What follows belongs to an exercise in optimizing a design on an open flow for a short achievable clock period and few clock cycles; a production flow would make more cautious choices.
Function was checked by simulation only, so behaviour that the tests miss may differ from the original.
The clock port is modelled as an ideal driver; clocking choices that lean on that would not hold on a real chip.
Power is estimated from default activity; no workload was simulated.

## MIPS_DLX
module MIPS_DLX(
	input         clock,
	input         reset,
	input         enable,
	output [9:0]  imem_addr,
	input  [31:0] imem_data,
	output [9:0]  dmem_addr,
	output [31:0] dmem_wdata,
	output        dmem_we,
	input  [31:0] dmem_rdata
);
Size: about 10000 cells after synthesis, roughly 2000 flip-flops, about 120 I/O pins, about 130000 µm² of cells after synthesis.
Settings: LEC_CHECK=0, CAP_MARGIN=20, CORE_MARGIN=2, CORE_UTILIZATION=40, SLEW_MARGIN=20; clock period 10.0 ns.
standard.sh (not shown) runs the stock make flow with config.mk's settings and CLKGATE_MAP_FILE= SYNTH_SCRIPT=/design/flow/synth_recipe.tcl, a recipe that flattens the netlist after the stock synthesis.
==> flow/flow/run.sh <==
#!/bin/bash
# Layout: the standard ORFS flow (standard.sh, which runs the standard
# synthesis unchanged), with these settings changed:
#   - DONT_USE_CELLS: the platform's list plus the delay cells (clkdlybuf*,
#     dlygate*, dlymetal*), so that repair never puts them on data paths;
#   - SETUP_SLACK_MARGIN 5.6: repair_timing keeps working until paths are
#     about 4.4 ns long (the clock stays at the design's 10 ns);
#   - SLEW_MARGIN / CAP_MARGIN 50: repair_design aims further below the
#     library's slew and capacitance limits;
#   - POST_CTS_TCL: post_cts.tcl, one more repair pass at the end of CTS
#     that resizes, swaps pins and clones but adds no buffers.
# ORFS's own logs are under orfs/logs; make's output goes to standard.log.
set -euo pipefail
here="$PWD/flow"
DONT_USE="$(tr '\n' ' ' < "$here/dont_use.txt")"
bash standard.sh "DONT_USE_CELLS=$DONT_USE" SETUP_SLACK_MARGIN=5.6 \
	SLEW_MARGIN=50 CAP_MARGIN=50 CTS_CLUSTER_SIZE=20 CTS_CLUSTER_DIAMETER=60 POST_CTS_TCL="$here/post_cts.tcl" \
	finish > standard.log 2>&1
==> flow/flow/post_cts.tcl <==
# Extra timing repair at the end of ORFS's CTS step (before 4_1_cts.odb is
# written): fix slow transitions, then a setup repair pass that only resizes,
# swaps pins and clones (no new buffers), then legalize the placement again.
puts "post_cts: extra repair"
estimate_parasitics -placement
repair_design -slew_margin 50 -cap_margin 50 -verbose
estimate_parasitics -placement
repair_timing -setup -setup_margin 5.6 -repair_tns 100 -skip_buffering -verbose
detailed_placement
check_placement -verbose
report_worst_slack -max
Other scripts of this flow, unchanged in this note and not shown: flow/flow/dont_use.txt
Testbench counts at the start, summed over its fixed seeds: cycles 26,110.
Edit:
--- a/flow/flow/run.sh
+++ b/flow/flow/run.sh
@@ -17 +17 @@
-	SLEW_MARGIN=50 CAP_MARGIN=50 CTS_CLUSTER_SIZE=20 CTS_CLUSTER_DIAMETER=60 POST_CTS_TCL="$here/post_cts.tcl" \
+	SLEW_MARGIN=50 CAP_MARGIN=50 POST_CTS_TCL="$here/post_cts.tcl" \
--- a/flow/flow/post_cts.tcl
+++ b/flow/flow/post_cts.tcl
@@ -8 +8 @@
-repair_timing -setup -setup_margin 5.6 -repair_tns 100 -skip_buffering -verbose
+repair_timing -setup -setup_margin 5.8 -repair_tns 100 -skip_buffering -verbose
Outcome: Worst setup slack is worse by 110 ps; cell count goes up by 0.89%; synthesized area stays the same; maximum frequency goes down by about 2.3%; design area goes up by about 1.7%; worst hold slack is worse by 5.6 ps; count of clock-buffer cells in the layout goes up by 70; flip-flop and latch count does not change.
Edit:
--- a/flow/flow/run.sh
+++ b/flow/flow/run.sh
@@ -17 +17 @@
-	SLEW_MARGIN=50 CAP_MARGIN=50 POST_CTS_TCL="$here/post_cts.tcl" \
+	SLEW_MARGIN=40 CAP_MARGIN=40 POST_CTS_TCL="$here/post_cts.tcl" IO_CONSTRAINTS="$here/io.tcl" \
==> flow/flow/io.tcl (new file) <==
# Keep the enable input and the dmem_we output next to each other: the path
# between them (enable gates every store) goes straight through.
set_io_pin_constraint -group -order -pin_names {enable dmem_we}
--- a/flow/flow/post_cts.tcl
+++ b/flow/flow/post_cts.tcl
@@ -6 +6 @@
-repair_design -slew_margin 50 -cap_margin 50 -verbose
+repair_design -slew_margin 40 -cap_margin 40 -verbose
@@ -8 +8 @@
-repair_timing -setup -setup_margin 5.8 -repair_tns 100 -skip_buffering -verbose
+repair_timing -setup -setup_margin 5.6 -repair_tns 100 -skip_buffering -verbose
What happened: Sequential share of layout area grows by 0.83 points. Cell count drops by 0.70%. Combinational power decreases by about 2%. Total power shrinks by 1.8%. Worst setup slack got worse by 100 ps. First-iteration DRC count went up by 0.61%. Worst hold slack barely changes. Non-clock buffer count goes down by 87. Wire length stays flat. Utilization decreases by 0.99 points. Sequential power barely changes.
Edit:
--- a/flow/flow/run.sh
+++ b/flow/flow/run.sh
@@ -17 +17 @@
-	SLEW_MARGIN=40 CAP_MARGIN=40 POST_CTS_TCL="$here/post_cts.tcl" IO_CONSTRAINTS="$here/io.tcl" \
+	SLEW_MARGIN=50 CAP_MARGIN=50 GPL_ROUTABILITY_DRIVEN=0 POST_CTS_TCL="$here/post_cts.tcl" \
--- a/flow/flow/post_cts.tcl
+++ b/flow/flow/post_cts.tcl
@@ -6 +6 @@
-repair_design -slew_margin 40 -cap_margin 40 -verbose
+repair_design -slew_margin 50 -cap_margin 50 -verbose
removed: flow/flow/io.tcl
=> Final area is higher slightly. Area after synthesis stays the same. Clock skew went up by 25 ps. Core utilization increases by 0.46 points. Worst setup slack is better by 140 ps. Non-clock buffer count climbs by 66. Cell count went up slightly. First-iteration DRC count rises by roughly a tenth.

build 41:
Starting RTL as in the previous note.
==> flow/config.mk <==
export PLATFORM = sky130hd
export DESIGN_NAME = MIPS_DLX
export DESIGN_NICKNAME = MIPS_DLX
export VERILOG_FILES = /design/flow/design.v
export SDC_FILE = /design/flow/constraint.sdc
export NUM_CORES = 8
export LEC_CHECK = 0
export CAP_MARGIN = 20
export CORE_MARGIN = 2
export CORE_UTILIZATION = 40
export SLEW_MARGIN = 20
==> flow/constraint.sdc <==
create_clock -name core_clock -period 10.0 [get_ports {clock}]
set_input_delay 2.0000 -clock core_clock [delete_from_list [all_inputs] [get_ports {clock}]]
set_output_delay 2.0000 -clock core_clock [all_outputs]
set_load 0.01 [all_outputs]
==> flow/flow/run.sh <==
#!/bin/bash
# Layout: the standard ORFS flow (standard.sh, which runs the standard
# synthesis unchanged), with these settings changed:
#   - DONT_USE_CELLS: the platform's list plus the delay cells (clkdlybuf*,
#     dlygate*, dlymetal*), so that repair never puts them on data paths;
#   - SETUP_SLACK_MARGIN 5.6: repair_timing keeps working until paths are
#     about 4.4 ns long (the clock stays at the design's 10 ns);
#   - SLEW_MARGIN / CAP_MARGIN 50: repair_design aims further below the
#     library's slew and capacitance limits;
#   - POST_CTS_TCL: post_cts.tcl, one more repair pass at the end of CTS
#     that resizes, swaps pins and clones but adds no buffers.
# ORFS's own logs are under orfs/logs; make's output goes to standard.log.
set -euo pipefail
here="$PWD/flow"
DONT_USE="$(tr '\n' ' ' < "$here/dont_use.txt")"
bash standard.sh "DONT_USE_CELLS=$DONT_USE" SETUP_SLACK_MARGIN=5.6 \
	SLEW_MARGIN=50 CAP_MARGIN=50 POST_CTS_TCL="$here/post_cts.tcl" \
	finish > standard.log 2>&1
==> flow/flow/post_cts.tcl <==
# Extra timing repair at the end of ORFS's CTS step (before 4_1_cts.odb is
# written): fix slow transitions, then a setup repair pass that only resizes,
# swaps pins and clones (no new buffers), then legalize the placement again.
puts "post_cts: extra repair"
# the buffers the standard flow's flow put on the input ports: make them all strong, since
# every input arrives late and several drive many loads
foreach inst [get_cells input*] {
  replace_cell $inst sky130_fd_sc_hd__buf_12
}
estimate_parasitics -placement
repair_design -slew_margin 50 -cap_margin 50 -verbose
estimate_parasitics -placement
repair_timing -setup -setup_margin 5.6 -repair_tns 100 -skip_buffering -verbose
detailed_placement
check_placement -verbose
report_worst_slack -max
Other scripts of this flow, unchanged in this note and not shown: flow/flow/dont_use.txt
Testbench counts of build 41, summed over its fixed seeds: cycles 26,110.
Input changes introduced in build 82 (baseline for comparison: build 41):
==> flow/flow/post_cts.tcl <==
# Extra timing repair at the end of ORFS's CTS step (before 4_1_cts.odb is
# written): fix slow transitions, then a setup repair pass that only resizes,
# swaps pins and clones (no new buffers), then legalize the placement again.
puts "post_cts: extra repair"
estimate_parasitics -placement
repair_design -slew_margin 50 -cap_margin 50 -verbose
estimate_parasitics -placement
repair_timing -setup -setup_margin 5.6 -repair_tns 100 -skip_buffering -verbose
detailed_placement
check_placement -verbose
report_worst_slack -max
## What came out
- Status: area of the multi-input gates parity (build 41, build 82)
- Build 82 and build 41 ended up with roughly the same wire length of the first global-routing pass.
- As of build 82, wire length had risen slightly compared to build 41.
- Changes observed in build 82 relative to build 41: ratio of total power to cell area picked up an extra 0.57 nW/um2, global routing met2 resource utilization shows no meaningful change, layout overhead on the synthesized area fell 0.22 points.
- Delta (build 82 minus build 41): transition time at the pin with the least slew margin saw a decrease, clock-cell share of area saw little to no change, met2 layer wire length in the routed design saw little to no change, final cell count saw an increase.
Here is what was changed in the inputs of build 60 compared with build 82.
==> flow/flow/run.sh <==
#!/bin/bash
# Layout: the standard ORFS flow (standard.sh, which runs the standard
# synthesis unchanged), with these settings changed:
#   - DONT_USE_CELLS: the platform's list plus the delay cells (clkdlybuf*,
#     dlygate*, dlymetal*), so that repair never puts them on data paths;
#   - SETUP_SLACK_MARGIN 5.7: repair_timing keeps working until paths are
#     about 4.3 ns long (the clock stays at the design's 10 ns);
#   - SLEW_MARGIN / CAP_MARGIN 50: repair_design aims further below the
#     library's slew and capacitance limits;
#   - POST_CTS_TCL: post_cts.tcl, more repair passes at the end of CTS.
# ORFS's own logs are under orfs/logs; make's output goes to standard.log.
set -euo pipefail
here="$PWD/flow"
DONT_USE="$(tr '\n' ' ' < "$here/dont_use.txt")"
bash standard.sh "DONT_USE_CELLS=$DONT_USE" SETUP_SLACK_MARGIN=5.7 \
	SLEW_MARGIN=50 CAP_MARGIN=50 POST_CTS_TCL="$here/post_cts.tcl" \
	finish > standard.log 2>&1
==> flow/flow/post_cts.tcl <==
# Extra timing repair at the end of ORFS's CTS step (before 4_1_cts.odb is
# written): fix slow transitions, then more setup repair passes, then
# legalize the placement again.
puts "post_cts: extra repair"
estimate_parasitics -placement
repair_design -slew_margin 50 -cap_margin 50 -verbose
estimate_parasitics -placement
repair_timing -setup -setup_margin 5.7 -repair_tns 100 -verbose
detailed_placement
estimate_parasitics -placement
repair_timing -setup -setup_margin 5.7 -repair_tns 100 -verbose
detailed_placement
check_placement -verbose
report_worst_slack -max
==> summary.txt <==
Build 60 did not stop at any stage, and its layout met the timing, DRC and antenna checks. Side by side, transition at the pin with the smallest max-transition slack turned out higher in build 60 than in build 82. Lower final standard cell count with taps included and fillers excluded was reported by build 82, not build 60. In build 60, relative contribution of the clock network to total power is lower than in build 82. Clock-buffer cell count (lower): build 60. Diff build 60 and build 82: detailed-routing wirelength on met1 lower in build 60.

## port drivers added, routing unchanged
How much do the figures lean on ideal ports? The routed layouts below were timed once more, with nothing changed but the port constraints. Step 1: set_driving_cell puts a clkbuf_16 on clock and a buf_2 on each other input, an assumption about the parent block. Step 2 times the ports against the registers' clock, not the clock port: input delays grow and output delays shrink by t, the midpoint of the rising clock arrivals with the driver on. Slacks: no drivers / after step 1 / after step 2; pairs: no drivers / after step 1.
run	shift t [ns]	slack for setup (ns)	cell pins on the clock port's net
the first run of note 1	0.978	5.404 / 5.244 / 4.267	1
the second run of note 1	1.024	5.296 / 5.263 / 4.239	1
the third run of note 1	1.002	5.191 / 5.150 / 4.149	1
the fourth run of note 1	1.024	5.330 / 5.233 / 4.209	1
build 41	1.021	5.396 / 5.254 / 4.233	1
build 82	1.022	5.478 / 5.217 / 4.195	1
build 60	1.026	5.238 / 5.193 / 4.168	1
After both steps every run listed still meets setup and hold. For build 82, which loses most, drivers alone change the setup slack by -0.261 ns; drivers and shift together by -1.283 ns.
